Background: an optimization exercise with open tools, aiming at small area and a short achievable clock period. Do not read the settings as production practice. Only simulation tests tie the RTL to the original design; equivalence was not proved. Power is estimated from default activity; no workload was simulated.

Setup of nickel:
Design rr_arbiter, start of the top module:
module rr_arbiter(clk, resetb, ack, request, grant);
	parameter integer WIDTH = 64;
	localparam integer LOGW = 6;
	input clk, resetb, ack;
	input [WIDTH - 1:0] request;
	output [WIDTH - 1:0] grant;
	wire            valid;
	wire [LOGW-1:0] last;
	wire            any;
	wire [LOGW-1:0] idx;
	arbiter arbiter(.req(request), .last(last), .any(any), .idx(idx));
	register #(.LOGW(LOGW)) state(.clk(clk), .rst(resetb), .ack(ack), .any(any), .idx(idx), .valid(valid), .last(last));
	decoder #(.WIDTH(WIDTH), .LOGW(LOGW)) final_decoder(.valid(valid), .in(last), .out(grant));
endmodule
For scale: about 380 cells after synthesis, roughly 130 I/O pins.
==> flow/config.mk <==
export PLATFORM = sky130hd
export DESIGN_NAME = rr_arbiter
export DESIGN_NICKNAME = rr_arbiter
export VERILOG_FILES = /design/flow/design.v
export SDC_FILE = /design/flow/constraint.sdc
export NUM_CORES = 4
export LEC_CHECK = 0
export CAP_MARGIN = 20
export CORE_MARGIN = 2
export CORE_UTILIZATION = 40
export SETUP_SLACK_MARGIN = 4.4
export SLEW_MARGIN = 20
==> flow/constraint.sdc <==
create_clock -name core_clock -period 8.0 [get_ports {clk}]
set_input_delay 1.6000 -clock core_clock [delete_from_list [all_inputs] [get_ports {clk}]]
set_output_delay 1.6000 -clock core_clock [all_outputs]
set_load 0.01 [all_outputs]
standard.sh (not shown) runs the stock make flow with config.mk's settings and CLKGATE_MAP_FILE= SYNTH_SCRIPT=/design/flow/synth_recipe.tcl, a recipe that flattens the netlist after the stock synthesis.
==> flow/flow/run.sh <==
#!/bin/bash
# The standard layout, with two changes: the port buffers are plain buf_1
# cells, and the slow OR-type cells (an OR is a NOR plus an inverter in one
# cell, with a weak stacked pull-up) are kept out of synthesis and repair.
set -euo pipefail
slow=""
for c in or3 or3b or4 or4b or4bb o41a; do
  for s in 1 2 4; do slow="$slow sky130_fd_sc_hd__${c}_$s"; done
done
cp config.mk flow_config.mk
echo "export DONT_USE_CELLS += $slow" >> flow_config.mk
sed "s#DESIGN_CONFIG=[^ ]*#DESIGN_CONFIG=$PWD/flow_config.mk#" standard.sh > flow_standard.sh
export BUFFER_PORTS_ARGS="-buffer_cell sky130_fd_sc_hd__buf_1"
bash flow_standard.sh > standard.log 2>&1
Looking at the reports, nickel completed the entire flow and the layout it produced met the timing, design-rule and antenna checks.
The following lists how fjord was set up differently from nickel:
- a deleted SETUP_SLACK_MARGIN that had been 4.4
==> flow/flow/run.sh <==
#!/bin/bash
# The standard layout with three changes:
# - Yosys's ABC maps the logic with flow/abc.script (one area-recovering
#   mapping after choice computation) instead of ORFS's speed script; the
#   rest of the synthesis, synth_recipe.tcl included, is unchanged.
# - The slow OR-type cells (a NOR plus an inverter in one cell, with a weak
#   stacked pull-up) are kept out of synthesis and repair.
# - The port buffers are plain buf_1 cells.
set -euo pipefail
here=$PWD
slow=""
for c in or3 or3b or4 or4b or4bb o41a; do
  for s in 1 2 4; do slow="$slow sky130_fd_sc_hd__${c}_$s"; done
done
cp config.mk flow_config.mk
echo "export DONT_USE_CELLS += $slow" >> flow_config.mk
cat > flow_synth.tcl <<EOT
proc abc {args} {
  set i [lsearch -exact \$args -script]
  if {\$i >= 0} { set args [lreplace \$args \$i [expr {\$i + 1}] -script $here/flow/abc.script] }
  yosys abc {*}\$args
}
source $here/synth_recipe.tcl
EOT
sed -e "s#DESIGN_CONFIG=[^ ]*#DESIGN_CONFIG=$here/flow_config.mk#" \
    -e "s#SYNTH_SCRIPT=[^ ]*#SYNTH_SCRIPT=$here/flow_synth.tcl#" standard.sh > flow_standard.sh
export BUFFER_PORTS_ARGS="-buffer_cell sky130_fd_sc_hd__buf_1"
bash flow_standard.sh > standard.log 2>&1
==> flow/flow/abc.script (new file) <==
&get -n
&st
&syn2
&dch -f
&nf -a -R 1000
&put
Findings:
fjord ends up with higher critical path depth than nickel does. On routed length on met1, the lower figure sits with fjord, not nickel. fjord vs nickel, power attributed to the clock group went down by about 2%. Via count: fjord > nickel. The most common cell after layout, fill and taps aside comes out buf_1 in one run and nor2_1 in the other, namely in nickel and fjord respectively. Between nickel and fjord, the combinational cell fraction of total power is lower for nickel.
Here is what was changed in the inputs of amber compared with fjord.
- SETUP_SLACK_MARGIN now 4.3, previously not set
Findings:
Across fjord and amber, the outcome is the same: a clean finish for every run. Lower total internal power among fjord and amber: fjord. Between fjord and amber, via count of the first global-routing pass is lower for fjord, amber comes in above that. Lower clock power among fjord and amber: fjord. Diff fjord and amber: top achievable clock speed lower in fjord. fjord -> amber: switching power as a share of total power flat. Diff amber..fjord | global-route usage | negligible. In the tables for fjord and amber, average routed wire per standard cell reads lower with fjord. Comparing fjord with amber, the post-synthesis compound-gate area fraction came out essentially unchanged. Against fjord, amber comes in 2 higher on number of buffers other than clock buffers in the final layout. Looking at count of nets after finishing, amber sits 0.34% above fjord.

## what the ideal ports hide
The results above use ideal ports. As a check the final layouts listed here were re-extracted and re-timed, cells and wires unchanged. Step 1 assumes that a clkbuf_16 drives the clock port and a buf_2 every other input. Step 2, shift: input delay + t, output delay - t, t = (earliest + latest rising clock arrival at the registers) / 2. This alone moves slack from input paths to output paths. Three values: ideal, step 1, step 2; two values: the first two.
run | shift t [ns] | slack for setup (ns) | clock arrival spread, ns
nickel | 0.247 | 4.465 / 4.435 / 4.188 | 0.001 / 0.000
fjord | 0.238 | 3.684 / 3.682 / 3.444 | 0.000 / 0.000
amber | 0.238 | 4.410 / 4.407 / 4.168 | 0.001 / 0.001
After both steps every run listed still meets setup and hold. The setup slack of nickel, which loses most, moves by -0.030 ns with the drivers and by -0.277 ns with both steps.
